This design comes from an exercise in tuning for small area and a short achievable clock period on the open sky130 flow, not from production work.
Only simulation tests tie the RTL to the original design; equivalence was not proved.

==> flow/design.v, too long to show whole: its modules and the start of the top module <==
// module full_adder: 10 lines
// module final_adder: 422 lines
// module fp32_unpacker: 20 lines
// module fp32_aligner: 18 lines
// module wallace_tree_8_inputs: 505 lines
// module fp32_normalizer_rounder: 378 lines
// module fp32_packer: 14 lines
// module fp32_adder_tree_8_inputs: 268 lines
module fp32_adder_tree_8_inputs (
    input wire clk,
    input wire rst_n,
    input wire [127:0] dvr_fp32addtree8to1_s0,
    input wire [127:0] dvr_fp32addtree8to1_s1,
    input wire [2:0] cru_fp32addtree8to1,
    output wire [127:0] dr_fp32addtree8to1_d
);
  // ...
==> flow/flow/run.sh <==
#!/bin/bash
# Layout flow: ORFS, with two changes to its synthesis script and a setup
# margin for timing repair.
#  - synthesis: Yosys's generic synth step runs without its quick ABC pass, so
#    the full adders written in the RTL reach extract_fa as written (no
#    inverters around them); the final ABC mapping uses flow/abc.script.
#  - layout: standard steps; repair_timing aims at SETUP_SLACK_MARGIN.
# Each tool's output goes to ORFS's own logs (orfs/logs/...); make's output to flow.log.
set -euo pipefail
HERE=$(pwd)
FL=$HERE/flow
source $FL/params.sh
sed -e 's#^source \$::env(SCRIPTS_DIR)/synth_preamble.tcl#&\nset abc_args [lreplace $abc_args 1 1 '"$FL"'/abc.script]#' \
    -e 's#synth -top \$::env(DESIGN_NAME) -run fine: {\*}\$synth_full_args#& -noabc#' \
    $FLOW_HOME/scripts/synth.tcl > $HERE/my_synth.tcl
grep -q -- '-noabc' $HERE/my_synth.tcl
grep -q 'abc.script\]' $HERE/my_synth.tcl
sed -e "s#source \$::env(SCRIPTS_DIR)/synth.tcl#source $HERE/my_synth.tcl#" synth_recipe.tcl > my_synth_recipe.tcl
grep -q my_synth.tcl my_synth_recipe.tcl
sed -e "s#SYNTH_SCRIPT=[^ ]*#SYNTH_SCRIPT=$HERE/my_synth_recipe.tcl#" standard.sh > my_standard.sh
grep -q my_synth_recipe.tcl my_standard.sh
export SETUP_SLACK_MARGIN=$MARGIN
bash my_standard.sh finish > flow.log 2>&1
==> flow/flow/abc.script <==
strash
dch
amap
topo
stime -c
buffer -c
upsize -c
dnsize -c
==> flow/flow/params.sh <==
MARGIN=24
==> flow/standard.sh <==
#!/bin/bash
# synth_recipe.tcl (not shown) runs the flow's synth.tcl, then flattens the netlist and writes it again
# the make line also repeats each setting of config.mk as NAME=value (left out here)
make -C /OpenROAD-flow-scripts/flow DESIGN_CONFIG=/design/flow/config.mk WORK_HOME=/design/flow/orfs CLKGATE_MAP_FILE= SYNTH_SCRIPT=/design/flow/synth_recipe.tcl "${@:-finish}"
==> flow/config.mk <==
export PLATFORM = sky130hd
export DESIGN_NAME = fp32_adder_tree_8_inputs
export DESIGN_NICKNAME = fp32_adder_tree_8_inputs
export VERILOG_FILES = /design/flow/design.v
export SDC_FILE = /design/flow/constraint.sdc
export NUM_CORES = 8
export LEC_CHECK = 0
export ABC_AREA = 1
export CAP_MARGIN = 20
export CORE_MARGIN = 2
export CORE_UTILIZATION = 40
export SLEW_MARGIN = 20
==> flow/constraint.sdc <==
create_clock -name core_clock -period 64.0 [get_ports {clk}]
set_input_delay 12.8000 -clock core_clock [delete_from_list [all_inputs] [get_ports {clk}]]
set_output_delay 12.8000 -clock core_clock [all_outputs]
set_load 0.01 [all_outputs]
==> summary.txt, run 1 <==
Run status
  – Status: finished clean

Synthesis
  – Synthesis-stage register bit count: 35
  – Count leader, synth: nor2_1
  – Top cells by count, synth: nor2_1 (521), o22ai_1 (465), o21ai_0 (393)
  – Adder-cell share of the synthesized area: 21.3%

Die
  – Initial core utilization: 40.3%
  – Top Ports: 389
  – Die H: 269 um

Detailed routing
  – DR WL/cell: 22.8 um
  – Drt pass-1 iters: 6

STA
  – Fmax: roughly 26 MHz
  – RSZ-0062 raised after global routing: no

Layout
  – Layout cells sized above 1: 14.0%
  – Commonest non-fill, non-tap cell in the layout: nor2_1

Clock tree
  – Setup bufs post-CTS: 8
  – Clk sinks: 35
  – CTS resizes: 75

Place
  – Port bufs: 388
  – Gpl congestion: 1.04

Critical path
  – Top Family by Delay on Critical Path: compound AO/OA/AOI/OAI gates
  – WS Path Type: in2reg
  – Maximum fanout along the worst path: 11
==> run 2: changes to the inputs <==
==> flow/flow/abc.script (replaced) <==
strash
dch
map -B 0.9
topo
stime -c
buffer -c
upsize -c
dnsize -c
==> flow/flow/params.sh (replaced) <==
MARGIN=0
==> run 2 against run 1 <==
Net effect:
- synthesized cell count increased by 30%
- first-iteration DRC count decreased by 23%
- critical path type unchanged
- hold slack got worse by 0.018 ns
- maximum frequency increased by 13%
- count of clock-buffer cells in the layout unchanged
==> summary.txt, run 2 <==
STA
  – Final period utilization: 52.9%
  – Final slew viol count: 0
  – Final Critical Period: 33.87 ns
  – Fmax: 29.5 MHz (+13%)
  – RSZ-0062 raised after global routing: no
  – Setup TNS: 0 ns
  – Setup violations, final: 0
  – Normalized max-slew margin: between 20% and 30%
  – Worst slew pin tran: 1.07 ns
  – Final Hold Fails: 0

Synthesis
  – Syn avg cell area: around 6 um^2
  – Synthesis-stage register bit count: 35 (unchanged)
  – Adder-cell share of the synthesized area: 18.2% (-3.1 points)
  – Mux share of post-synthesis cell area: roughly 4.3%
  – Sequential share of the synthesized area: 2.66%
  – Compound-Gate Fraction of Synth Area: around 16%
  – Post-synth EDFFs: 0
  – Main combinational cell family by area after synthesis: simple AND/OR/NAND/NOR gates
  – Top cell type's share of synthesized area: 17.1%
  – Mapped cell area: roughly 0.033 mm^2
  – Post-Synth Simple-Gate Area: 37.2%
  – Dominant synthesized flop cell: dfrtp_1
  – XOR/XNOR share of the synthesized area: 10.5%
  – Ys Warns: 1
  – Net Count, Synth: 6,158
  – Synth Instances: around 5,500
  – Top cell type by total area after synthesis: nand2_1
  – Area contributors post-synth: nand2_1 (17%), fa_1 (13%), xor2_1 (9.4%)
  – Top cells by count, synth: nand2_1 (1,496), inv_1 (558), o21ai_0 (556)
  – Cell variety after synth: 62
  – Asr flop ratio synth: 100%
  – Count leader, synth: nand2_1

Detailed routing
  – DR WL/cell: 19.9 um (-13%)
  – Initial DRC Count: 3,477
  – Drt pass-1 iters: 8 (+2)
  – Post-route DRC: 0
  – Final wirelength: 135,000 um
  – Routed vias/inst: 5.49
  – Post-route ant nets: 0
  – Vias: ~37,000

Global routing
  – Largest net degree at the start of global routing: 40
  – First-pass GRT wire length: 205,000 um
  – Vias in the first global route: 34,688
  – Grt ovf: 0
  – Total GRT Usage: 30.8%
  – Initial antenna violation count: 9

Critical path
  – Crit. End Element: register
  – Worst endpoint required time: 64.19 ns
  – Startpoint Class: input pin
  – Crit path DAT: 34.06 ns
  – Maximum fanout along the worst path: 30 (+19)
  – CP dominant cell by count: nand2_1
  – Crit-path slowest cell: fa_1
  – WS Path Type: in2reg
  – Max incr delay on CP: 1.06 ns

Clock tree
  – Max Buffers Root-to-Sink: 2
  – Reg clk slew, reported paths: approximately 0.060 ns
  – CTS Buf Count: 5
  – CTS resizes: 0 (-100%)
  – Setup bufs post-CTS: 0 (-8)
  – Hold_buf cts: 0
  – Clk sinks: 35 (unchanged)
  – CTS root buf: clkbuf_16
  – # H-tree levels: 2
  – TritonCTS clock tree: built

Layout
  – Max FFs per register: 32
  – Fin cells: about 6,800
  – Filler Cell Count: roughly 9,000
  – Most frequent cells in the layout: nand2_1 (1,495), inv_1 (558), o21ai_0 (556), nor2_1 (470), clkdlybuf4s50_1 (387)
  – Area Growth Syn to Fin: 14.3%
  – Regs by FF count: sum_q (32), seg_q (2), valid_q (1)
  – Commonest non-fill, non-tap cell in the layout: nand2_1
  – Register area: 876 um^2
  – Layout cells sized above 1: 5.02% (-9.0 points)
  – Footprint of the multi-input gates: roughly 0.029 mm^2
  – Final nets: 6,335
  – Largest Register: sum_q

Min path
  – Hold WC Path Type: in2async

Die
  – Row cnt: 105
  – Die Wd: ~290 um
  – Die Area: around 0.084 mm^2
  – Initial core utilization: 40.2% (about the same)
  – Top Ports: 389 (unchanged)
  – Die H: 291 um (+8.1%)
  – Core Footprint: 0.0817 mm^2

Run
  – Max-cap violation count: 0

Place
  – Port bufs: 388 (unchanged)
  – DP Cell Count: 6,782
  – DP HPWL: roughly 120,000 um
  – Gpl congestion: 1.01 (-2.7%)

Run status
  – Status: finished clean
==> run 2: cell types whose count changed in the layout (fill, tap and decap cells not counted), sizes merged, moves of 86 or more <==
cell	before	now
xor2	1	354
o211ai	9	115
nand2	397	1546
buf	206	50
a21oi	209	123
o221ai	130	0
o22ai	466	25
o22a	363	0
o21ai	418	603
inv	330	585
mux2i	0	141
nand3	148	368
==> run 2: layout make-up <==
class                   count  area share, %
repair buffers            437           11.3
inverters                 603           6.03
multi-input cells        4637           76.3
clock inverters             2         0.0999
flip-flops and latches     35           2.33
clock buffers               5          0.333
well taps                1070           3.56
diodes                      8         0.0533
==> run 2: metrics by stage <==
stage	hold WS [ns]	setup WS, ns	cell area (um^2)	util (%)
after floorplan	12.50	35.58	32900	-
after global placement	12.92	30.51	37400	45.7
after detailed placement	12.93	30.19	37400	45.7
after CTS	12.63	30.44	37500	45.9
after global routing	12.66	28.36	37600	46.0
final	12.60	30.13	37600	46.0
==> run 2: critical path: cells and delay by family <==
family,cells,cell delay [ns]
compound gates,14,4.01
buf+inv,13,2.91
xor+xnor,2,0.38
mux,1,0.19
simple gates,62,8.27
fa+ha+maj,11,5.42
==> run 2: logic make-up after synthesis <==
group,after synthesis
and+or+nand+nor,2787
muxes,141
DFF,35
xor gates and xnor gates,395
AOI/OAI and AO/OA,959
buffers and inverters,870
adders and majority gates,355
==> run 2: final timing paths <==
path / from / to / slack, ns / cells past startpoint
worst min-delay path: rst_n / sum_q[15] / 12.60 / 1
max in group asynchronous: rst_n / sum_q[2] / 50.90 / 1
worst max-delay path: dvr_fp32addtree8to1_s1[24] / sum_q[1] / 30.13 / 103
min in group core_clock: cru_fp32addtree8to1[0] / seg_q[0] / 12.96 / 1
==> run 2: routing by layer <==
metal / vias up / part of all wire [%] / wire (um) / GRT usage, %
li1: 18511 / - / - / -
met1: 17263 / 44 / 59300 / 41.4
met2: 1336 / 47 / 63100 / 51.4
met3: 214 / 5.6 / 7560 / 2.39
met4: 4 / 4.1 / 5530 / 11.3
met5: - / 0.014 / 19 / 0
==> run 3: changes to the inputs <==
==> flow/flow/params.sh (replaced) <==
MARGIN=25
==> run 3 against run 2 <==
Net effect:
- non-clock buffer count did not move
- critical endpoint unchanged
- count of clock-buffer cells in the layout did not move
- design area did not move
- die area did not move
- first-iteration DRC count did not move
- routed wire length did not move
- maximum frequency did not move
- worst setup slack did not move
- via count did not move
- global-route usage did not move
==> summary.txt, run 3 <==
Die
  – Die Area: 0.0845 mm^2 (unchanged)
  – Row cnt: 105 (unchanged)
  – Initial core utilization: 40.2% (unchanged)
  – Core Footprint: 0.0817 mm^2 (unchanged)
  – Die Wd: 291 um (unchanged)
  – Die H: 291 um (unchanged)
  – Top Ports: 389 (unchanged)

Critical path
  – Crit-path slowest cell: fa_1
  – Worst endpoint required time: 64.19 ns (about the same)
  – CP dominant cell by count: nand2_1
  – WS Path Type: in2reg
  – Critical Path Source: dvr_fp32addtree8to1_s1[24]
  – Max incr delay on CP: 1.06 ns (about the same)
  – Crit. End Element: register
  – Crit path DAT: 34.06 ns (about the same)
  – Top Family by Delay on Critical Path: simple AND/OR/NAND/NOR gates
  – Maximum fanout along the worst path: 30 (unchanged)
  – CP Buf/Inv Count: 13 (unchanged)
  – Startpoint Class: input pin

Detailed routing
  – Metal2 WL: 63,100 um (unchanged)
  – Drt pass-1 iters: 8 (unchanged)
  – Post-route ant nets: 0 (unchanged)
  – Vias: 37,328 (unchanged)
  – Post-route DRC: 0 (unchanged)
  – DR WL/cell: 19.9 um (unchanged)
  – Final wirelength: 135,000 um (unchanged)
  – Met3 Routed Length: 7560 um (unchanged)
  – Top sig layer: met5
  – Met1 Wirelength: 59,300 um (unchanged)
  – Initial DRC Count: 3,477 (unchanged)
  – Routed vias/inst: 5.49 (unchanged)

Global routing
  – Total GRT Usage: 30.8% (unchanged)
  – Grt ovf: 0 (unchanged)
  – First-pass GRT wire length: 205,000 um (unchanged)
  – Initial antenna violation count: 9 (unchanged)
  – Vias in the first global route: 34,688 (unchanged)
  – Largest net degree at the start of global routing: 40 (unchanged)

Synthesis
  – Sequential share of the synthesized area: 2.66% (unchanged)
  – Top cell type by total area after synthesis: nand2_1
  – Top cell type's share of synthesized area: 17.1% (unchanged)
  – Post-synth EDFFs: 0 (unchanged)
  – Cell variety after synth: 62 (unchanged)
  – Top cells by count, synth: nand2_1 (1,496), inv_1 (558), o21ai_0 (556)
  – Synthesis-stage register bit count: 35 (unchanged)
  – Syn avg cell area: 5.93 um^2 (unchanged)
  – Synth Instances: 5,542 (unchanged)
  – Area contributors post-synth: nand2_1 (17%), fa_1 (13%), xor2_1 (9.4%)
  – Ys Warns: 1 (unchanged)
  – Net Count, Synth: 6,158 (unchanged)
  – Asr flop ratio synth: 100% (unchanged)
  – Count leader, synth: nand2_1
  – Mapped cell area: 0.0329 mm^2 (unchanged)
  – Dominant synthesized flop cell: dfrtp_1

Layout
  – Largest Register: sum_q
  – Regs by FF count: sum_q (32), seg_q (2), valid_q (1)
  – Filler Cell Count: 8,950 (unchanged)
  – Area Growth Syn to Fin: 14.3% (unchanged)
  – Layout cells sized above 1: 5.02% (unchanged)
  – Commonest non-fill, non-tap cell in the layout: nand2_1
  – Most frequent cells in the layout: nand2_1 (1,495), inv_1 (558), o21ai_0 (556), nor2_1 (470), clkdlybuf4s50_1 (387)
  – Max FFs per register: 32 (unchanged)
  – Final nets: 6,335 (unchanged)

Run status
  – Status: finished clean

Clock tree
  – Clk sinks: 35 (unchanged)
  – Hold_buf cts: 0 (unchanged)
  – TritonCTS clock tree: built
  – Reg clk slew, reported paths: 0.06 ns (about the same)
  – CTS resizes: 0 (unchanged)
  – CTS root buf: clkbuf_16
  – Setup bufs post-CTS: 0 (unchanged)
  – CTS Buf Count: 5 (unchanged)
  – # H-tree levels: 2 (unchanged)
  – Max Buffers Root-to-Sink: 2 (unchanged)

Place
  – DP HPWL: 117,000 um (unchanged)
  – Gpl congestion: 1.01 (unchanged)
  – Port bufs: 388 (unchanged)

STA
  – Setup TNS: 0 ns (unchanged)
  – Final Critical Period: 33.87 ns (unchanged)
  – Final period utilization: 52.9% (unchanged)
  – Normalized max-slew margin: 28.7% (unchanged)
  – Setup violations, final: 0 (unchanged)
  – Final Hold Fails: 0 (unchanged)
  – Final slew viol count: 0 (unchanged)
  – RSZ-0062 raised after global routing: no
  – Worst slew pin tran: 1.07 ns (unchanged)
  – Fmax: 29.5 MHz (unchanged)

Run
  – Max-cap violation count: 0 (unchanged)

Min path
  – Hold WC Path Type: in2async
==> run 3: cell counts after synthesis <==
Identical to the previous run, type by type.
==> run 3: layout make-up <==
class                           count  area (um^2)  share of cell area (%)
Timing Repair Buffer              437         4250                    11.3
Multi-Input combinational cell   4637        28700                    76.3
Clock buffer                        5          125                   0.333
Sequential cell                    35          876                    2.33
Antenna cell                        8         20.0                  0.0533
Clock inverter                      2         37.5                  0.0999
Tap cell                         1070         1340                    3.56
Inverter                          603         2270                    6.03
==> run 3: through the flow <==
step | setup slack [ns] | util, % | hold WS (ns) | area [um^2] | cells
after floorplan | 35.58 | - | 12.50 | 32900 | 5542
after global placement | 30.51 | 45.7 | 12.92 | 37400 | 6782
after detailed placement | 30.19 | 45.7 | 12.93 | 37400 | 6782
after CTS | 30.44 | 45.9 | 12.63 | 37500 | 6789
after global routing | 28.36 | 46.0 | 12.66 | 37600 | 6795
final | 30.13 | 46.0 | 12.60 | 37600 | 6797
==> run 3: worst paths after layout <==
kind	end	slack, ns	cells past startpoint
max in group asynchronous	sum_q[2]	50.90	1
min in group core_clock	seg_q[0]	12.96	1
min	sum_q[15]	12.60	1
max	sum_q[1]	30.13	103
==> run 3: kinds of logic (layout without fill, tap and decap cells) <==
kind of cell / after synthesis / count (layout) / synth area share (%)
AO/OA/AOI/OAI: 959 / 959 / 16.5
XOR/XNOR: 395 / 395 / 10.5
adder cells (fa/ha/maj): 355 / 355 / 18.2
buffers and inverters: 870 / 1047 / 10.5
flip-flops: 35 / 35 / 2.66
multiplexers: 141 / 141 / 4.29
other: 0 / 8 / 0
AND/OR/NAND/NOR: 2787 / 2787 / 37.2
==> run 3: routing by layer <==
| layer | vias up | GRT usage (%) |
|---|---|---|
| li1 | 18511 | - |
| met1 | 17263 | 41.4 |
| met2 | 1336 | 51.4 |
| met3 | 214 | 2.39 |
| met4 | 4 | 11.3 |
| met5 | - | 0 |
==> run 4: changes to the inputs <==
==> flow/flow/abc.script (replaced) <==
strash
dc2
dch
map -B 0.9
topo
stime -c
buffer -c
upsize -c
dnsize -c
==> run 4 against run 3 <==
Net effect:
- maximum frequency down 5.4%
- non-clock buffer count down 1
- global-route usage fell by 0.76 points
- first-iteration DRC count is 2.0% lower
- count of clock-buffer cells in the layout is the same
- cell count decreased by 1.4%
- via count down 3.4%
- critical endpoint is now sum_q[0]
==> summary.txt, run 4 <==
Layout
  – Largest Register: sum_q
  – Area Growth Syn to Fin: 14.1%
  – Layout cells sized above 1: 4.65% (-0.37 points)
  – Most frequent cells in the layout: nand2_1 (1,381), o21ai_0 (762), inv_1 (696), nor2_1 (438), clkdlybuf4s50_1 (387)
  – Footprint of the multi-input gates: 0.0275 mm^2 (-4.2%)
  – Max FFs per register: 32 (unchanged)
  – Register area: 876 um^2 (unchanged)
  – Commonest non-fill, non-tap cell in the layout: nand2_1
  – Post-layout util: 45.9% (-0.069 points)
  – Regs by FF count: sum_q (32), seg_q (2), valid_q (1)
  – Final nets: 6,252 (-1.3%)
  – Filler Cell Count: 8,695 (-2.8%)

Synthesis
  – Cell variety after synth: 74 (+19%)
  – Sequential share of the synthesized area: 2.72% (+0.053 points)
  – Dominant synthesized flop cell: dfrtp_1
  – Synth Instances: 5,470 (-1.3%)
  – Top cell type's share of synthesized area: 16.1% (-1.0 points)
  – Count leader, synth: nand2_1
  – Ys Warns: 1 (unchanged)
  – Syn avg cell area: 5.89 um^2 (-0.64%)
  – Net Count, Synth: 6,086 (-1.2%)
  – Asr flop ratio synth: 100% (unchanged)
  – Area contributors post-synth: nand2_1 (16%), fa_1 (13%), o21ai_0 (12%)
  – Synthesis-stage register bit count: 35 (unchanged)
  – Top cells by count, synth: nand2_1 (1,381), o21ai_0 (765), inv_1 (696)
  – Mapped cell area: 0.0322 mm^2 (-1.9%)
  – Post-synth EDFFs: 0 (unchanged)
  – Top cell type by total area after synthesis: nand2_1

Global routing
  – Grt ovf: 0 (unchanged)
  – First-pass GRT wire length: 194,000 um (-5.7%)
  – Total GRT Usage: 30.0% (-0.76 points)
  – Vias in the first global route: 33,328 (-3.9%)
  – Initial antenna violation count: 3 (-6)
  – Largest net degree at the start of global routing: 39 (-2.5%)

Clock tree
  – Max Buffers Root-to-Sink: 2 (unchanged)
  – CTS Buf Count: 5 (unchanged)
  – Hold_buf cts: 0 (unchanged)
  – CTS resizes: 0 (unchanged)
  – Reg clk slew, reported paths: 0.05 ns (about the same)
  – Setup bufs post-CTS: 0 (unchanged)
  – CTS root buf: clkbuf_16
  – TritonCTS clock tree: built
  – # H-tree levels: 2 (unchanged)
  – Clk sinks: 35 (unchanged)

Place
  – Gpl congestion: 1.09 (+7.6%)
  – Port bufs: 388 (unchanged)
  – DP HPWL: 112,000 um (-4.2%)

STA
  – Setup TNS: 0 ns (unchanged)
  – Normalized max-slew margin: 21.4% (-7.3 points)
  – RSZ-0062 raised after global routing: no
  – Setup violations, final: 0 (unchanged)
  – Final slew viol count: 0 (unchanged)
  – Fmax: 27.9 MHz (-5.4%)
  – Final period utilization: 56.0% (+3.0 points)
  – Final Hold Fails: 0 (unchanged)
  – Final Critical Period: 35.81 ns (+1.94 ns)
  – Worst slew pin tran: 1.17 ns (+0.0975 ns)

Critical path
  – Crit path DAT: 36.00 ns (+1.94 ns)
  – Crit. End Element: register
  – CP dominant cell by count: nand2_1
  – Max incr delay on CP: 0.99 ns (-0.07 ns)
  – Crit-path slowest cell: o21ai_0
  – Startpoint Class: input pin
  – Worst endpoint required time: 64.19 ns (about the same)
  – Maximum fanout along the worst path: 31 (+3.3%)
  – WS Path Type: in2reg

Detailed routing
  – DR WL/cell: 19.2 um (-3.4%)
  – Final wirelength: 129,000 um (-4.8%)
  – Post-route ant nets: 0 (unchanged)
  – Vias: 36,063 (-3.4%)
  – Post-route DRC: 0 (unchanged)
  – Drt pass-1 iters: 6 (-2)
  – Initial DRC Count: 3,409 (-2.0%)
  – Routed vias/inst: 5.38 (-2.0%)

Die
  – Initial core utilization: 40.2% (about the same)
  – Row cnt: 104 (-0.95%)
  – Top Ports: 389 (unchanged)
  – Core Footprint: 0.0802 mm^2 (-1.9%)
  – Die Area: 0.0829 mm^2 (-1.9%)
  – Die Wd: 288 um (-0.96%)
  – Die H: 288 um (-0.96%)

Run status
  – Status: finished clean

Run
  – Max-cap violation count: 0 (unchanged)

Min path
  – Hold WC Path Type: in2async
## run 4: cell families (layout without fill, tap and decap cells)
family	after synthesis	count (layout)	share of synthesized area, %
other cells	0	2	0
flops	35	35	2.72
simple gates	2469	2469	33.8
fa+ha+maj	355	355	18.6
xor+xnor	350	350	9.75
mux	137	137	4.25
buf+inv	1004	1171	12.4
compound gates	1120	1120	18.5
## run 4: critical path: cells and delay by family
kind / cells / cell delay (ns)
AO/OA/AOI/OAI: 15 / 2.94
adder cells (fa/ha/maj): 7 / 3.28
XOR/XNOR: 1 / 0.49
buffers and inverters: 12 / 3.50
AND/OR/NAND/NOR: 119 / 12.93
## run 4: path summary, 6_finish.rpt
kind	from	end	slack [ns]
max in group asynchronous	rst_n	sum_q[22]	50.92
setup / recovery	dvr_fp32addtree8to1_s1[104]	sum_q[0]	28.19
min in group core_clock	cru_fp32addtree8to1[2]	valid_q	12.96
hold / removal	rst_n	valid_q	12.60
## run 4: per-layer routing
metal / global-route usage [%] / part of all wire, % / wire, um
met3: 3.08 / 5.7 / 7290
met1: 36.8 / 41 / 53300
met4: 16.1 / 6.4 / 8290
met5: 0 / 0.011 / 14
met2: 51.6 / 47 / 60000
## run 4: layout make-up
cell class | instances | area share (%)
Multi-Input combinational cell | 4431 | 74.6
Inverter | 727 | 7.42
Clock inverter | 3 | 0.119
Antenna cell | 2 | 0.0136
Tap cell | 1060 | 3.60
Clock buffer | 5 | 0.340
Sequential cell | 35 | 2.38
Timing Repair Buffer | 436 | 11.5
## run 4: stage by stage
| step | cell area (um^2) | setup slack [ns] | hold WS, ns | instances |
|---|---|---|---|---|
| global placement | 36600 | 28.71 | 12.92 | 6689 |
| CTS | 36800 | 28.62 | 12.63 | 6697 |
| floorplan | 32200 | 33.97 | 12.50 | 5470 |
| global route | 36800 | 25.91 | 12.67 | 6699 |
| detailed placement | 36600 | 28.41 | 12.92 | 6689 |
| finish | 36800 | 28.19 | 12.60 | 6699 |
==> run 5: changes to the inputs <==
==> flow/flow/abc.script (replaced) <==
strash
dch
map -B 0.9
topo
stime -c
buffer -c
upsize -c
dnsize -c
==> flow/flow/params.sh (replaced) <==
MARGIN=31
==> run 5 against run 4 <==
Net effect:
- highest routed layer unchanged
- design area increased by 2.8%
- cell count increased by 1.7%
- critical path type unchanged
- count of clock-buffer cells in the layout unchanged
- still clean on timing, DRC and antenna
- sequential share of layout area shrank 0.065 points
- first-iteration DRC count rose by 1.8%
- global-route usage is 0.76 points higher
- synthesized area rose by 2.0%
- utilization up 0.39 points
- synthesized cell count up 1.3%
==> summary.txt, run 5 <==
Die
  – Die H: 291 um (+0.97%)
  – Row cnt: 105 (+0.96%)
  – Core Footprint: 0.0817 mm^2 (+1.9%)
  – Initial core utilization: 40.2% (about the same)
  – Top Ports: 389 (unchanged)
  – Die Area: 0.0845 mm^2 (+1.9%)
  – Die Wd: 291 um (+0.97%)

Critical path
  – Maximum fanout along the worst path: 30 (-3.2%)
  – Worst endpoint required time: 64.20 ns (about the same)
  – Crit path DAT: 31.66 ns (-4.34 ns)
  – Crit-path slowest cell: fa_1
  – Max incr delay on CP: 0.59 ns (-0.40 ns)
  – Startpoint Class: input pin
  – Crit. End Element: register
  – WS Path Type: in2reg
  – CP dominant cell by count: nand2_1

Detailed routing
  – Vias: 37,442 (+3.8%)
  – Initial DRC Count: 3,471 (+1.8%)
  – Final wirelength: 137,000 um (+6.1%)
  – Drt pass-1 iters: 9 (+3)
  – Post-route ant nets: 0 (unchanged)
  – Post-route DRC: 0 (unchanged)
  – DR WL/cell: 20.1 um (+4.3%)
  – Routed vias/inst: 5.49 (+2.1%)

Global routing
  – Initial antenna violation count: 9 (+6)
  – Total GRT Usage: 30.8% (+0.76 points)
  – Largest net degree at the start of global routing: 40 (+2.6%)
  – First-pass GRT wire length: 205,000 um (+6.0%)
  – Vias in the first global route: 34,703 (+4.1%)
  – Grt ovf: 0 (unchanged)

STA
  – RSZ-0062 raised after global routing: no
  – Worst slew pin tran: 1.09 ns (-0.0734 ns)
  – Final Critical Period: 31.46 ns (-4.35 ns)
  – Final Hold Fails: 0 (unchanged)
  – Normalized max-slew margin: 27.1% (+5.7 points)
  – Final slew viol count: 0 (unchanged)
  – Setup TNS: 0 ns (unchanged)
  – Final period utilization: 49.2% (-6.8 points)
  – Fmax: 31.8 MHz (+14%)
  – Setup violations, final: 0 (unchanged)

Synthesis
  – Top cell type by total area after synthesis: nand2_1
  – Post-synth EDFFs: 0 (unchanged)
  – Cell variety after synth: 62 (-16%)
  – Top cells by count, synth: nand2_1 (1,496), inv_1 (558), o21ai_0 (556)
  – Net Count, Synth: 6,158 (+1.2%)
  – Area contributors post-synth: nand2_1 (17%), fa_1 (13%), xor2_1 (9.4%)
  – Synthesis-stage register bit count: 35 (unchanged)
  – Sequential share of the synthesized area: 2.66% (-0.053 points)
  – Mapped cell area: 0.0329 mm^2 (+2.0%)
  – Top cell type's share of synthesized area: 17.1% (+1.0 points)
  – Ys Warns: 1 (unchanged)
  – Count leader, synth: nand2_1
  – Dominant synthesized flop cell: dfrtp_1
  – Synth Instances: 5,542 (+1.3%)
  – Syn avg cell area: 5.93 um^2 (+0.65%)
  – Asr flop ratio synth: 100% (unchanged)

Clock tree
  – Max Buffers Root-to-Sink: 2 (unchanged)
  – CTS Buf Count: 5 (unchanged)
  – Clk sinks: 35 (unchanged)
  – Reg clk slew, reported paths: 0.06 ns (about the same)
  – Hold_buf cts: 0 (unchanged)
  – # H-tree levels: 2 (unchanged)
  – TritonCTS clock tree: built
  – CTS root buf: clkbuf_16

Min path
  – Hold WC Path Type: in2async

Layout
  – Max FFs per register: 32 (unchanged)
  – Regs by FF count: sum_q (32), seg_q (2), valid_q (1)
  – Area Growth Syn to Fin: 15.1%
  – Layout cells sized above 1: 5.82% (+1.2 points)
  – Largest Register: sum_q
  – Final nets: 6,352 (+1.6%)
  – Post-route design area: 0.0378 mm^2 (+2.8%)
  – Commonest non-fill, non-tap cell in the layout: nand2_1
  – Most frequent cells in the layout: nand2_1 (1,493), inv_1 (555), o21ai_0 (553), nor2_1 (470), clkdlybuf4s50_1 (387)

Run
  – Max-cap violation count: 0 (unchanged)

Place
  – Port bufs: 388 (unchanged)
  – DP HPWL: 117,000 um (+4.4%)
  – Cell Area, Placed: 0.0374 mm^2 (+2.0%)
  – Gpl congestion: 1.01 (-7.1%)

Run status
  – Status: finished clean
run 5: cell types whose count changed after synthesis, moves of 12 or more:
cell	previous run	this run
nand3_1	239	358
clkbuf_1	230	216
inv_1	696	558
nor2_2	17	30
nor2_1	439	470
nand4_1	102	89
nand2_1	1381	1496
xor2_1	316	354
o21ai_0	765	556
o211ai_1	13	114
xnor2_1	25	41
a21oi_1	171	118
a31oi_1	34	22
nor4_1	42	79
run 5: worst max-delay path by stage:
stage          cells past startpoint                        from         to
2_1_floorplan                    111  dvr_fp32addtree8to1_s1[55]  sum_q[16]
3_3_place_gp                     102  dvr_fp32addtree8to1_s1[24]   sum_q[0]
3_5_place_dp                     102  dvr_fp32addtree8to1_s1[24]   sum_q[1]
4_1_cts                          104  dvr_fp32addtree8to1_s1[24]   sum_q[1]
5_1_grt                          110  dvr_fp32addtree8to1_s1[24]  sum_q[14]
6_report                         109  dvr_fp32addtree8to1_s1[24]  sum_q[16]
run 5: per-stage QoR:
step | utilization, % | cells | worst slack [ns] | hold slack [ns]
after floorplan | - | 5542 | 35.58 | 12.50
after global placement | 45.7 | 6782 | 30.51 | 12.92
after detailed placement | 45.7 | 6782 | 30.19 | 12.93
after CTS | 45.9 | 6789 | 31.12 | 12.63
after global routing | 46.3 | 6812 | 30.98 | 12.66
final | 46.3 | 6814 | 32.54 | 12.60
run 5: layout make-up:
class	instances	area [um^2]
Antenna cell	8	20.0
Clock buffer	5	125
Clock inverter	2	37.5
Fill cell	8944	43900
Inverter	603	2300
Multi-Input combinational cell	4642	28800
Sequential cell	35	876
Tap cell	1070	1340
Timing Repair Buffer	446	4330
Timing Repair inverter	3	22.5
run 5: per-layer routing:
| metal | track usage (%) | up-vias | part of all wire (%) |
|---|---|---|---|
| met1 | 41.4 | 17320 | 44 |
| li1 | - | 18547 | - |
| met5 | 0 | - | 0.014 |
| met4 | 11.3 | 4 | 4.2 |
| met3 | 2.36 | 213 | 5.7 |
| met2 | 51.4 | 1358 | 47 |
run 5: kinds of logic (layout without fill, tap and decap cells):
group,after synthesis,after routing,share of synthesized area [%]
multiplexers,141,141,4.29
buffers and inverters,870,1059,10.5
other,0,8,0
AO/OA/AOI/OAI,959,961,16.5
XOR/XNOR,395,395,10.5
AND/OR/NAND/NOR,2787,2790,37.2
flip-flops,35,35,2.66
adder cells (fa/ha/maj),355,355,18.2
run 5: repair_timing:
item,CTS,global route
gates cloned,0,8
setup endpoints to repair,27,31
pin swaps,1,6
gates resized for setup,4,43
setup buffers,0,9
hold endpoints to repair,0,0
run 5: critical path, delay by kind of cell:
kind            cells  cell delay, ns
buf+inv            20            3.30
compound gates     11            1.97
fa+ha+maj          10            4.15
simple gates       64            8.68
xor+xnor            4            0.68
==> run 6: changes to the inputs <==
==> flow/flow/params.sh (replaced) <==
MARGIN=35
==> run 6 against run 5 <==
Net effect:
- still clean on timing, DRC and antenna
- sequential share of layout area decreased by 0.27 points
- die area unchanged
==> summary.txt, run 6 <==
Detailed routing
  – Vias: 39,513 (+5.5%)
  – Post-route ant nets: 0 (unchanged)
  – Post-route DRC: 0 (unchanged)
  – Metal2 WL: 68,300 um (+7.4%)
  – DR WL/cell: 20.8 um (+3.5%)
  – Initial DRC Count: 3,872 (+12%)
  – Met1 Wirelength: 62,100 um (+4.3%)
  – Drt pass-1 iters: 7 (-2)
  – Final wirelength: 147,000 um (+7.4%)
  – Routed vias/inst: 5.59 (+1.8%)
  – Met3 Routed Length: 9630 um (+23%)
  – Top sig layer: met5

Synthesis
  – Main combinational cell family by area after synthesis: simple AND/OR/NAND/NOR gates
  – Ys Warns: 1 (unchanged)
  – Mapped cell area: 0.0329 mm^2 (unchanged)
  – Asr flop ratio synth: 100% (unchanged)
  – Top cell type by total area after synthesis: nand2_1
  – Mux share of post-synthesis cell area: 4.29% (unchanged)
  – XOR/XNOR share of the synthesized area: 10.5% (unchanged)
  – Synth Instances: 5,542 (unchanged)
  – Net Count, Synth: 6,158 (unchanged)
  – Dominant synthesized flop cell: dfrtp_1
  – Sequential share of the synthesized area: 2.66% (unchanged)
  – Area contributors post-synth: nand2_1 (17%), fa_1 (13%), xor2_1 (9.4%)
  – Top cell type's share of synthesized area: 17.1% (unchanged)
  – Cell variety after synth: 62 (unchanged)
  – Post-synth EDFFs: 0 (unchanged)
  – Syn avg cell area: 5.93 um^2 (unchanged)
  – Post-Synth Simple-Gate Area: 37.2% (unchanged)
  – Compound-Gate Fraction of Synth Area: 16.5% (unchanged)
  – Count leader, synth: nand2_1
  – Synthesis-stage register bit count: 35 (unchanged)
  – Top cells by count, synth: nand2_1 (1,496), inv_1 (558), o21ai_0 (556)
  – Adder-cell share of the synthesized area: 18.2% (unchanged)

Critical path
  – Crit. End Element: register
  – WS Path Type: in2reg
  – CP dominant cell by count: nand2_1
  – Startpoint Class: input pin
  – Crit-path slowest cell: fa_2
  – Worst endpoint required time: 64.16 ns (-0.04 ns)
  – Max incr delay on CP: 0.60 ns (about the same)
  – Maximum fanout along the worst path: 7 (-77%)
  – Crit path DAT: 28.52 ns (-3.14 ns)

Global routing
  – Total GRT Usage: 31.9% (+1.2 points)
  – Initial antenna violation count: 12 (+3)
  – First-pass GRT wire length: 213,000 um (+3.9%)
  – Largest net degree at the start of global routing: 40 (unchanged)
  – Vias in the first global route: 35,940 (+3.6%)
  – Grt ovf: 0 (unchanged)

Clock tree
  – Clk sinks: 35 (unchanged)
  – TritonCTS clock tree: built
  – CTS root buf: clkbuf_16
  – Hold_buf cts: 0 (unchanged)
  – # H-tree levels: 2 (unchanged)
  – CTS Buf Count: 5 (unchanged)
  – Reg clk slew, reported paths: 0.06 ns (about the same)
  – Max Buffers Root-to-Sink: 2 (unchanged)

STA
  – RSZ-0062 raised after global routing: no
  – Hold Slack: 12.61 ns (+0.00170 ns)
  – Setup violations, final: 0 (unchanged)
  – Final period utilization: 44.3% (-4.8 points)
  – Setup TNS: 0 ns (unchanged)
  – Worst slew pin tran: 1.06 ns (-0.0338 ns)
  – Normalized max-slew margin: 28.6% (+1.5 points)
  – Final Hold Fails: 0 (unchanged)
  – Fmax: 35.3 MHz (+11%)
  – Final Critical Period: 28.37 ns (-3.10 ns)
  – Final slew viol count: 0 (unchanged)

Die
  – Die H: 291 um (unchanged)
  – Initial core utilization: 40.2% (unchanged)
  – Top Ports: 389 (unchanged)
  – Core Footprint: 0.0817 mm^2 (unchanged)
  – Die Area: 0.0845 mm^2 (unchanged)
  – Row cnt: 105 (unchanged)
  – Die Wd: 291 um (unchanged)

Layout
  – Fin cells: 7,067 (+3.7%)
  – Most frequent cells in the layout: nand2_1 (1,465), inv_1 (521), o21ai_0 (456), nor2_1 (442), nand3_1 (351)
  – Final nets: 6,607 (+4.0%)
  – Max FFs per register: 32 (unchanged)
  – Largest Register: sum_q
  – Layout cells sized above 1: 15.7% (+9.9 points)
  – Regs by FF count: sum_q (32), seg_q (2), valid_q (1)
  – Area Growth Syn to Fin: 30.0%
  – Commonest non-fill, non-tap cell in the layout: nand2_1
  – Post-layout util: 52.3% (+6.0 points)

Place
  – Port bufs: 388 (unchanged)
  – DP HPWL: 117,000 um (unchanged)
  – DP Cell Count: 6,782 (unchanged)
  – Gpl congestion: 1.01 (unchanged)

Run
  – Max-cap violation count: 0 (unchanged)

Run status
  – Status: finished clean

Min path
  – Hold WC Path Type: in2async
-- run 6: cell count changes in the layout (fill, tap and decap cells not counted), moves of 35 or more --
cell | before | now
clkinvlp_4 | 12 | 62
xor2_2 | 3 | 61
o21ai_1 | 39 | 90
dlymetal6s2s_1 | 0 | 35
ha_1 | 141 | 100
buf_4 | 54 | 200
ha_4 | 0 | 41
o21ai_0 | 553 | 456
clkdlybuf4s50_1 | 387 | 327
xor2_1 | 350 | 293
-- run 6: routing by layer --
| metal | vias up | global-route usage [%] |
|---|---|---|
| met5 | - | 0 |
| met1 | 18488 | 42.9 |
| met2 | 1658 | 53.8 |
| met4 | 10 | 11.2 |
| met3 | 294 | 2.55 |
| li1 | 19063 | - |
-- run 6: metrics by stage --
stage                     area (um^2)  setup slack, ns
after global placement          37400            30.51
after detailed placement        37400            30.19
after floorplan                 32900            35.58
final                           42700            35.63
after CTS                       39300            35.01
after global routing            42700            34.73
-- run 6: final cells by class --
| class | count | area [um^2] |
|---|---|---|
| fillers | 8513 | 39000 |
| multi-input cells | 4653 | 31300 |
| repair buffers | 654 | 6350 |
| inverters | 603 | 2450 |
| well taps | 1070 | 1340 |
| flip-flops and latches | 35 | 876 |
| repair inverters | 39 | 274 |
| clock buffers | 5 | 125 |
| clock inverters | 2 | 37.5 |
| diodes | 6 | 15.0 |
-- run 6: logic make-up after synthesis --
| logic type | Yosys count |
|---|---|
| AO/OA/AOI/OAI | 959 |
| flip-flops | 35 |
| XOR/XNOR | 395 |
| buffers and inverters | 870 |
| adder cells (fa/ha/maj) | 355 |
| AND/OR/NAND/NOR | 2787 |
| multiplexers | 141 |
-- run 6: worst max-delay path, delay by kind of cell --
kind	cells	cell delay (ns)
and+or+nand+nor	44	4.94
AOI/OAI and AO/OA	20	3.66
buffers and inverters	11	1.73
xor gates and xnor gates	6	1.16
muxes	2	0.39
adders and majority gates	11	3.80
-- run 6: worst paths after layout --
path | startpoint | end | slack (ns) | cells past startpoint
max | dvr_fp32addtree8to1_s1[87] | sum_q[6] | 35.63 | 94
max in group asynchronous | rst_n | sum_q[2] | 50.89 | 1
min | rst_n | seg_q[0] | 12.61 | 1
min in group core_clock | cru_fp32addtree8to1[0] | seg_q[0] | 12.95 | 1
-- run 6: timing repair --
action / 4_1_cts / 5_1_grt
pin swaps: 39 / 154
gates cloned: 33 / 37
setup buffers: 73 / 129
setup endpoints to repair: 31 / 31
gates resized for setup: 279 / 523
hold endpoints to repair: 0 / 0
==> run 7: changes to the inputs <==
==> flow/flow/params.sh (replaced) <==
MARGIN=37
==> run 7 against run 6 <==
Net effect:
- worst setup slack better by 0.60 ns
- cell count is 3.8% higher
- non-clock buffer count grew 267
- synthesized area stayed put
- highest routed layer unchanged
==> summary.txt, run 7 <==
STA
  – Final period utilization: 43.4% (-0.94 points)
  – Worst slew pin tran: 1.06 ns (+0.000381 ns)
  – Fmax: 36.0 MHz (+2.2%)
  – Setup TNS: 0 ns (unchanged)
  – Final Critical Period: 27.76 ns (-0.604 ns)
  – Final Hold Fails: 0 (unchanged)
  – Final slew viol count: 0 (unchanged)
  – RSZ-0062 raised after global routing: yes
  – Normalized max-slew margin: 28.8% (+0.18 points)
  – Setup violations, final: 0 (unchanged)

Die
  – Top Ports: 389 (unchanged)
  – Die Wd: 291 um (unchanged)
  – Core Footprint: 0.0817 mm^2 (unchanged)
  – Initial core utilization: 40.2% (unchanged)
  – Die Area: 0.0845 mm^2 (unchanged)
  – Row cnt: 105 (unchanged)
  – Die H: 291 um (unchanged)

Synthesis
  – Top cells by count, synth: nand2_1 (1,496), inv_1 (558), o21ai_0 (556)
  – Synth Instances: 5,542 (unchanged)
  – Adder-cell share of the synthesized area: 18.2% (unchanged)
  – Top cell type's share of synthesized area: 17.1% (unchanged)
  – Mux share of post-synthesis cell area: 4.29% (unchanged)
  – Dominant synthesized flop cell: dfrtp_1
  – Top cell type by total area after synthesis: nand2_1
  – Mapped cell area: 0.0329 mm^2 (unchanged)
  – Sequential share of the synthesized area: 2.66% (unchanged)
  – Count leader, synth: nand2_1
  – Area contributors post-synth: nand2_1 (17%), fa_1 (13%), xor2_1 (9.4%)
  – Post-Synth Simple-Gate Area: 37.2% (unchanged)
  – Asr flop ratio synth: 100% (unchanged)
  – Net Count, Synth: 6,158 (unchanged)
  – XOR/XNOR share of the synthesized area: 10.5% (unchanged)
  – Main combinational cell family by area after synthesis: simple AND/OR/NAND/NOR gates
  – Compound-Gate Fraction of Synth Area: 16.5% (unchanged)
  – Syn avg cell area: 5.93 um^2 (unchanged)
  – Synthesis-stage register bit count: 35 (unchanged)
  – Ys Warns: 1 (unchanged)
  – Post-synth EDFFs: 0 (unchanged)
  – Cell variety after synth: 62 (unchanged)

Detailed routing
  – Initial DRC Count: 3,842 (-0.77%)
  – Drt pass-1 iters: 6 (-1)
  – Post-route ant nets: 0 (unchanged)
  – Final wirelength: 154,000 um (+4.9%)
  – DR WL/cell: 21.0 um (+1.0%)
  – Post-route DRC: 0 (unchanged)
  – Vias: 41,311 (+4.6%)
  – Routed vias/inst: 5.63 (+0.73%)

Clock tree
  – TritonCTS clock tree: built
  – Hold_buf cts: 0 (unchanged)
  – Max Buffers Root-to-Sink: 2 (unchanged)
  – # H-tree levels: 2 (unchanged)
  – CTS root buf: clkbuf_16
  – Reg clk slew, reported paths: 0.05 ns (about the same)
  – Clk sinks: 35 (unchanged)
  – CTS Buf Count: 5 (unchanged)

Layout
  – Area Growth Syn to Fin: 42.4%
  – Regs by FF count: sum_q (32), seg_q (2), valid_q (1)
  – Largest Register: sum_q
  – Most frequent cells in the layout: nand2_1 (1,386), inv_1 (504), buf_4 (435), nor2_1 (400), o21ai_0 (377)
  – Final nets: 6,877 (+4.1%)
  – Post-route design area: 0.0468 mm^2 (+9.5%)
  – Layout cells sized above 1: 24.8% (+9.1 points)
  – Filler Cell Count: 7,976 (-6.3%)
  – Commonest non-fill, non-tap cell in the layout: nand2_1
  – Max FFs per register: 32 (unchanged)

Global routing
  – Initial antenna violation count: 9 (-3)
  – First-pass GRT wire length: 228,000 um (+7.1%)
  – Grt ovf: 0 (unchanged)
  – Vias in the first global route: 38,781 (+7.9%)
  – Largest net degree at the start of global routing: 40 (unchanged)
  – Total GRT Usage: 34.2% (+2.3 points)

Critical path
  – Crit. End Element: register
  – Maximum fanout along the worst path: 6 (-1)
  – Startpoint Class: input pin
  – Max incr delay on CP: 0.59 ns (about the same)
  – Crit path DAT: 27.91 ns (-0.61 ns)
  – Top Family by Delay on Critical Path: buffers and inverters
  – Crit path depth: 106 (+13%)
  – Crit-path slowest cell: fa_1
  – WS Path Type: in2reg
  – CP Buf/Inv Count: 46 (+35)
  – Worst endpoint required time: 64.15 ns (about the same)
  – CP dominant cell by count: buf_4

Run
  – Max-cap violation count: 0 (unchanged)

Run status
  – Status: finished clean

Place
  – DP HPWL: 117,000 um (about the same)
  – Gpl congestion: 0.999 (-1.2%)
  – Port bufs: 388 (unchanged)
  – Cell Area, Placed: 0.0378 mm^2 (+1.1%)

Min path
  – Hold WC Path Type: in2async
==> run 7: cell count changes in the layout (fill, tap and decap cells not counted), moves of 20 or more <==
| cell | change |
|---|---|
| mux2i_1 | -20 |
| nand3_1 | -23 |
| o21ai_0 | -79 |
| nand2_1 | -79 |
| nor2_1 | -42 |
| buf_2 | +22 |
| nor2_2 | +20 |
| buf_4 | +235 |
| o21ai_2 | +23 |
| dlymetal6s2s_1 | -35 |
| o21ai_1 | +47 |
| buf_6 | +36 |
| nand2_2 | +60 |
| nor2_4 | +22 |
==> run 7: cells by family after synthesis <==
family | count (synthesis)
and+or+nand+nor | 2787
AOI/OAI and AO/OA | 959
xor gates and xnor gates | 395
DFF | 35
muxes | 141
adders and majority gates | 355
buffers and inverters | 870
==> run 7: worst paths after layout <==
kind / start / endpoint / slack, ns
max in group asynchronous: rst_n / sum_q[1] / 50.74
min in group core_clock: cru_fp32addtree8to1[2] / valid_q / 12.97
min: rst_n / seg_q[1] / 12.94
max: dvr_fp32addtree8to1_s1[56] / sum_q[16] / 36.24
==> run 7: layout make-up <==
cell class | instances | area [um^2] | share of cell area, %
timing repair buffer | 921 | 8520 | 18.2
clock buffer | 8 | 156 | 0.334
antenna | 3 | 7.51 | 0.0160
inverter | 603 | 2500 | 5.34
timing repair inverter | 37 | 268 | 0.572
multi-input combinational | 4658 | 33100 | 70.8
sequential | 35 | 876 | 1.87
tap | 1070 | 1340 | 2.86
==> run 7: layer usage <==
layer | GRT usage, % | vias up | share of wire, %
met5 | 0 | - | 0.068
met4 | 14.5 | 12 | 5.5
met3 | 5.05 | 406 | 7.1
met2 | 58.1 | 1784 | 47
met1 | 43.1 | 19491 | 40
li1 | - | 19618 | -
==> run 7: repair_timing <==
action / 4_1_cts / 5_1_grt
setup buffers: 353 / 108
endpoints found under the hold margin: 0 / 0
cloned: 70 / 10
gates resized for setup: 972 / 498
endpoints found under the setup margin: 31 / 31
pin swaps: 258 / 263
==> run 7: through the flow <==
step	hold slack, ns	worst slack [ns]	util, %	cells
after floorplan	12.50	37.00	-	5542
after global placement	13.24	32.18	46.2	6783
after detailed placement	13.25	31.80	46.2	6783
after CTS	12.95	36.55	54.1	7214
after global routing	12.98	35.56	57.3	7334
final	12.94	36.24	57.3	7335
==> run 8: changes to the inputs <==
==> flow/flow/params.sh (replaced) <==
MARGIN=40
==> run 8 against run 7 <==
Net effect:
- cell count fell by 2.3%
- synthesized area stayed put
- via count down 2.5%
==> summary.txt, run 8 <==
Run status
  – Status: finished clean

Critical path
  – Startpoint Class: input pin
  – Crit. End Element: register
  – WS Path Type: in2reg
  – Crit-path slowest cell: fa_2
  – Max incr delay on CP: 0.57 ns (-0.02 ns)
  – CP dominant cell by count: nand2_1
  – Maximum fanout along the worst path: 11 (+5)
  – Crit path DAT: 27.96 ns (+0.05 ns)
  – Worst endpoint required time: 64.16 ns (about the same)

Detailed routing
  – Final wirelength: 150,000 um (-2.4%)
  – Initial DRC Count: 3,712 (-3.4%)
  – DR WL/cell: 21.0 um (-0.11%)
  – Vias: 40,282 (-2.5%)
  – Post-route ant nets: 0 (unchanged)
  – Post-route DRC: 0 (unchanged)
  – Drt pass-1 iters: 6 (unchanged)
  – Routed vias/inst: 5.62 (-0.19%)

STA
  – Final Hold Fails: 0 (unchanged)
  – Setup violations, final: 0 (unchanged)
  – Final period utilization: 43.4% (+0.065 points)
  – Hold Slack: 12.94 ns (-0.00320 ns)
  – Fmax: 36.0 MHz (-0.15%)
  – Final slew viol count: 0 (unchanged)
  – Final Critical Period: 27.80 ns (+0.0414 ns)
  – RSZ-0062 raised after global routing: yes
  – Setup TNS: 0 ns (unchanged)
  – Setup ws final: 36.20 ns (-0.0414 ns)
  – Normalized max-slew margin: 25.8% (-2.9 points)
  – Worst slew pin tran: 1.11 ns (+0.0484 ns)

Place
  – DP Cell Count: 6,773 (-0.15%)
  – Port bufs: 388 (unchanged)
  – DP HPWL: 117,000 um (+0.40%)
  – Gpl congestion: 1.02 (+1.6%)
  – Setup slack at placement: 31.62 ns (-0.181 ns)

Die
  – Die H: 291 um (unchanged)
  – Top Ports: 389 (unchanged)
  – Die Area: 0.0845 mm^2 (unchanged)
  – Row cnt: 105 (unchanged)
  – Die Wd: 291 um (unchanged)
  – Initial core utilization: 40.2% (unchanged)
  – Core Footprint: 0.0817 mm^2 (unchanged)

Global routing
  – Vias in the first global route: 37,346 (-3.7%)
  – Largest net degree at the start of global routing: 40 (unchanged)
  – Total GRT Usage: 33.4% (-0.77 points)
  – Initial antenna violation count: 6 (-3)
  – First-pass GRT wire length: 223,000 um (-2.3%)
  – Grt ovf: 0 (unchanged)

Layout
  – Area Growth Syn to Fin: 36.4%
  – Layout cells sized above 1: 21.0% (-3.8 points)
  – Largest Register: sum_q
  – Final nets: 6,709 (-2.4%)
  – Most frequent cells in the layout: nand2_1 (1,427), inv_1 (511), nor2_1 (426), o21ai_0 (401), nand3_1 (341)
  – Fin cells: 7,166 (-2.3%)
  – Regs by FF count: sum_q (32), seg_q (2), valid_q (1)
  – Max FFs per register: 32 (unchanged)
  – Commonest non-fill, non-tap cell in the layout: nand2_1

Synthesis
  – Mapped cell area: 0.0329 mm^2 (unchanged)
  – Synth Instances: 5,542 (unchanged)
  – Top cells by count, synth: nand2_1 (1,496), inv_1 (558), o21ai_0 (556)
  – Asr flop ratio synth: 100% (unchanged)
  – Dominant synthesized flop cell: dfrtp_1
  – Cell variety after synth: 62 (unchanged)
  – Ys Warns: 1 (unchanged)
  – Net Count, Synth: 6,158 (unchanged)
  – Sequential share of the synthesized area: 2.66% (unchanged)
  – Post-synth EDFFs: 0 (unchanged)
  – Area contributors post-synth: nand2_1 (17%), fa_1 (13%), xor2_1 (9.4%)
  – Count leader, synth: nand2_1
  – Top cell type by total area after synthesis: nand2_1
  – Top cell type's share of synthesized area: 17.1% (unchanged)
  – Synthesis-stage register bit count: 35 (unchanged)
  – Syn avg cell area: 5.93 um^2 (unchanged)

Clock tree
  – CTS root buf: clkbuf_16
  – TritonCTS clock tree: built
  – CTS Buf Count: 5 (unchanged)
  – Max Buffers Root-to-Sink: 2 (unchanged)
  – Clk sinks: 35 (unchanged)
  – # H-tree levels: 2 (unchanged)
  – Reg clk slew, reported paths: 0.05 ns (about the same)

Run
  – Max-cap violation count: 0 (unchanged)

Min path
  – Hold WC Path Type: in2async
## run 8: cell counts after synthesis
No cell type changed its count.
## run 8: cell type report
type                    instances  area [um^2]
repair buffers                750         7140
repair inverters               39          288
multi-input cells            4659        32600
flip-flops and latches         35          876
clock buffers                   6          129
well taps                    1070         1340
fillers                      8201        36900
diodes                          4         10.0
inverters                     603         2490
## run 8: timing repair
item,in CTS,in global routing
resized for setup,662,505
hold endpoints to repair,0,0
endpoints found under the setup margin,32,32
hold buffers,0,0
cloned,61,14
pin swaps,182,281
setup buffers,213,95
## run 8: final timing paths
path	start	end	slack (ns)
setup / recovery	dvr_fp32addtree8to1_s1[122]	sum_q[6]	36.20
hold / removal	rst_n	sum_q[26]	12.94
max in group asynchronous	rst_n	sum_q[12]	50.75
min in group core_clock	cru_fp32addtree8to1[2]	valid_q	12.97
## run 8: per-stage QoR
| stage | utilization (%) | area, um^2 |
|---|---|---|
| after floorplan | - | 34000 |
| after global placement | 46.6 | 38000 |
| after detailed placement | 46.6 | 38000 |
| after CTS | 52.3 | 42800 |
| after global routing | 54.9 | 44800 |
| final | 54.9 | 44800 |
## run 8: kinds of logic (layout without fill, tap and decap cells)
family,count (synthesis),count (layout),share of synthesized area [%]
adder cells (fa/ha/maj),355,355,18.2
multiplexers,141,141,4.29
AO/OA/AOI/OAI,959,961,16.5
buffers and inverters,870,1398,10.5
other,0,4,0
XOR/XNOR,395,398,10.5
flip-flops,35,35,2.66
AND/OR/NAND/NOR,2787,2804,37.2
## run 8: routing by layer
layer | track usage, % | part of all wire [%] | up-vias | wire length, um
met1 | 44.7 | 42 | 19012 | 63400
met2 | 56.3 | 47 | 1689 | 69900
li1 | - | - | 19259 | -
met4 | 12.2 | 4.9 | 4 | 7420
met3 | 2.56 | 6.3 | 318 | 9500
met5 | 0 | 0.015 | - | 23
## run 8: critical path, delay by kind of cell
kind	cells	cell delay, ns
AOI/OAI and AO/OA	8	1.64
adders and majority gates	10	3.82
xor gates and xnor gates	4	0.72
and+or+nand+nor	62	6.50
buffers and inverters	21	2.42
==> run 9: changes to the inputs <==
==> flow/flow/params.sh (replaced) <==
MARGIN=33
==> run 9 against run 8 <==
Net effect:
- synthesized area unchanged
- non-clock buffer count decreased by 247
- global-route usage decreased by 2.4 points
- die area unchanged
- critical path depth increased by 6
- maximum frequency decreased by 6.6%
- cell count decreased by 3.9%
- hold slack got worse by 0.34 ns
==> summary.txt, run 9 <==
Synthesis
  – Net Count, Synth: 6,158 (unchanged)
  – Top cell type's share of synthesized area: 17.1% (unchanged)
  – Top cell type by total area after synthesis: nand2_1
  – Synth Instances: 5,542 (unchanged)
  – Cell variety after synth: 62 (unchanged)
  – Top cells by count, synth: nand2_1 (1,496), inv_1 (558), o21ai_0 (556)
  – Dominant synthesized flop cell: dfrtp_1
  – Sequential share of the synthesized area: 2.66% (unchanged)
  – Synthesis-stage register bit count: 35 (unchanged)
  – Post-synth EDFFs: 0 (unchanged)
  – Count leader, synth: nand2_1
  – Syn avg cell area: 5.93 um^2 (unchanged)
  – Area contributors post-synth: nand2_1 (17%), fa_1 (13%), xor2_1 (9.4%)
  – Mapped cell area: 0.0329 mm^2 (unchanged)
  – Asr flop ratio synth: 100% (unchanged)
  – Ys Warns: 1 (unchanged)

Die
  – Die H: 291 um (unchanged)
  – Top Ports: 389 (unchanged)
  – Core Footprint: 0.0817 mm^2 (unchanged)
  – Row cnt: 105 (unchanged)
  – Initial core utilization: 40.2% (unchanged)
  – Die Area: 0.0845 mm^2 (unchanged)
  – Die Wd: 291 um (unchanged)

STA
  – Setup violations, final: 0 (unchanged)
  – Final Critical Period: 29.76 ns (+1.95 ns)
  – Worst slew pin tran: 1.04 ns (-0.0730 ns)
  – Normalized max-slew margin: 30.2% (+4.4 points)
  – Fmax: 33.6 MHz (-6.6%)
  – Hold Slack: 12.60 ns (-0.341 ns)
  – Final slew viol count: 0 (unchanged)
  – Final Hold Fails: 0 (unchanged)
  – Setup TNS: 0 ns (unchanged)
  – RSZ-0062 raised after global routing: no
  – Final period utilization: 46.5% (+3.1 points)

Critical path
  – Critical Path Source: dvr_fp32addtree8to1_s1[57]
  – Crit-path slowest cell: fa_1
  – Startpoint Class: input pin
  – Crit. End Element: register
  – Worst endpoint required time: 64.16 ns (about the same)
  – Max incr delay on CP: 0.60 ns (+0.03 ns)
  – Maximum fanout along the worst path: 17 (+6)
  – CP Buf/Inv Count: 19 (-9.5%)
  – Top Family by Delay on Critical Path: simple AND/OR/NAND/NOR gates
  – WS Path Type: in2reg
  – Crit path DAT: 29.92 ns (+1.96 ns)
  – CP dominant cell by count: nand2_1

Clock tree
  – TritonCTS clock tree: built
  – Clk sinks: 35 (unchanged)
  – CTS root buf: clkbuf_16
  – # H-tree levels: 2 (unchanged)
  – Reg clk slew, reported paths: 0.06 ns (about the same)
  – Max Buffers Root-to-Sink: 2 (unchanged)
  – CTS Buf Count: 5 (unchanged)

Layout
  – Commonest non-fill, non-tap cell in the layout: nand2_1
  – Final nets: 6,428 (-4.2%)
  – Regs by FF count: sum_q (32), seg_q (2), valid_q (1)
  – Layout cells sized above 1: 8.67% (-12 points)
  – Max FFs per register: 32 (unchanged)
  – Most frequent cells in the layout: nand2_1 (1,487), inv_1 (540), o21ai_0 (525), nor2_1 (464), clkdlybuf4s50_1 (380)
  – Filler Cell Count: 8,845 (+7.9%)
  – Area Growth Syn to Fin: 19.1%
  – Largest Register: sum_q

Global routing
  – Grt ovf: 0 (unchanged)
  – Initial antenna violation count: 10 (+4)
  – Vias in the first global route: 34,974 (-6.4%)
  – First-pass GRT wire length: 207,000 um (-7.0%)
  – Largest net degree at the start of global routing: 40 (unchanged)
  – Total GRT Usage: 31.1% (-2.4 points)

Detailed routing
  – Final wirelength: 140,000 um (-7.1%)
  – Initial DRC Count: 3,514 (-5.3%)
  – DR WL/cell: 20.3 um (-3.3%)
  – Post-route DRC: 0 (unchanged)
  – Routed vias/inst: 5.51 (-1.9%)
  – Drt pass-1 iters: 6 (unchanged)
  – Post-route ant nets: 0 (unchanged)
  – Vias: 37,989 (-5.7%)

Place
  – DP HPWL: 117,000 um (-0.42%)
  – Port bufs: 388 (unchanged)
  – Gpl congestion: 1.01 (-0.34%)

Run status
  – Status: finished clean

Run
  – Max-cap violation count: 0 (unchanged)

Min path
  – Hold WC Path Type: in2async
==> run 9: routing by layer <==
metal  part of all wire (%)  wire [um]  vias to the layer above  global-route usage (%)
met5                  0.025         35                        -                       0
met4                    4.1       5700                        6                    11.5
met3                    5.8       8050                      238                    2.57
met2                     46      64700                     1421                    52.0
met1                     44      61100                    17621                    41.7
li1                       -          -                    18703                       -
==> run 9: cell families after synthesis <==
kind of cell / count (synthesis) / share of synthesized area, %
simple gates: 2787 / 37.2
compound gates: 959 / 16.5
buf+inv: 870 / 10.5
xor+xnor: 395 / 10.5
fa+ha+maj: 355 / 18.2
mux: 141 / 4.29
flops: 35 / 2.66
==> run 9: repair_timing <==
action	CTS	global route
buffers inserted	11	51
pin swaps	8	19
gates cloned	7	24
resized for setup	61	176
hold endpoints to repair	0	0
endpoints found under the setup margin	31	31
hold buffers	0	0
==> run 9: final timing paths <==
path,cells after the start,end,slack (ns)
max,111,sum_q[13],34.24
min,1,sum_q[14],12.60
max in group asynchronous,1,sum_q[7],50.90
min in group core_clock,1,seg_q[0],12.95
==> run 9: per-stage QoR <==
| stage | instance area, um^2 | setup WS (ns) | util (%) | instances |
|---|---|---|---|---|
| 2_1_floorplan | 32900 | 35.58 | - | 5542 |
| 3_3_place_gp | 37400 | 30.51 | 45.7 | 6782 |
| 3_5_place_dp | 37400 | 30.19 | 45.7 | 6782 |
| 4_1_cts | 37900 | 33.02 | 46.3 | 6807 |
| 5_1_grt | 39100 | 32.97 | 47.9 | 6888 |
| 6_report | 39100 | 34.24 | 47.9 | 6890 |
==> run 9: cell type report <==
type,count,area [um^2],area share (%)
multi-input cells,4643,29400,75.0
flip-flops and latches,35,876,2.24
repair buffers,503,4860,12.4
well taps,1070,1340,3.42
inverters,603,2380,6.08
clock inverters,2,37.5,0.0959
clock buffers,5,125,0.320
diodes,8,20.0,0.0511
repair inverters,21,135,0.345

-- static timing again, ports no longer ideal --
No port has a modelled driver above. Below, the same layouts with a new extraction and two added sets of constraints. Step 1 sets driving cells, clkbuf_16 on the clock port and buf_2 on the other inputs (assumed; they add their load-dependent delay and slew). Step 2, shift: input delay + t, output delay - t, t = (earliest + latest rising clock arrival at the registers) / 2. This alone moves slack from input paths to output paths. Slacks: ideal / step 1 / step 2; pairs: ideal / step 1.
run | shift t [ns] | slack for setup (ns) | worst hold slack (ns) | worst setup path at the end
run 1 | 0.312 | 25.677 / 25.686 / 25.374 | 12.620 / 12.626 / 12.939 | input to register
run 2 | 0.312 | 30.127 / 30.132 / 29.820 | 12.602 / 12.595 / 12.908 | input to register
run 3 | 0.312 | 30.127 / 30.132 / 29.820 | 12.602 / 12.595 / 12.908 | input to register
run 4 | 0.307 | 28.191 / 28.202 / 27.895 | 12.597 / 12.596 / 12.903 | input to register
run 5 | 0.312 | 32.539 / 32.543 / 32.231 | 12.604 / 12.598 / 12.910 | input to register
run 6 | 0.312 | 35.635 / 35.645 / 35.333 | 12.606 / 12.599 / 12.912 | input to register
run 7 | 0.306 | 36.238 / 36.242 / 35.936 | 12.943 / 12.949 / 13.255 | input to register
run 8 | 0.313 | 36.197 / 36.157 / 35.844 | 12.940 / 12.941 / 13.254 | input to register
run 9 | 0.313 | 34.243 / 34.199 / 33.886 | 12.600 / 12.593 / 12.906 | input to register
After both steps every run listed still meets setup and hold. The setup slack of run 9, which loses most, moves by -0.044 ns with the drivers and by -0.357 ns with both steps.
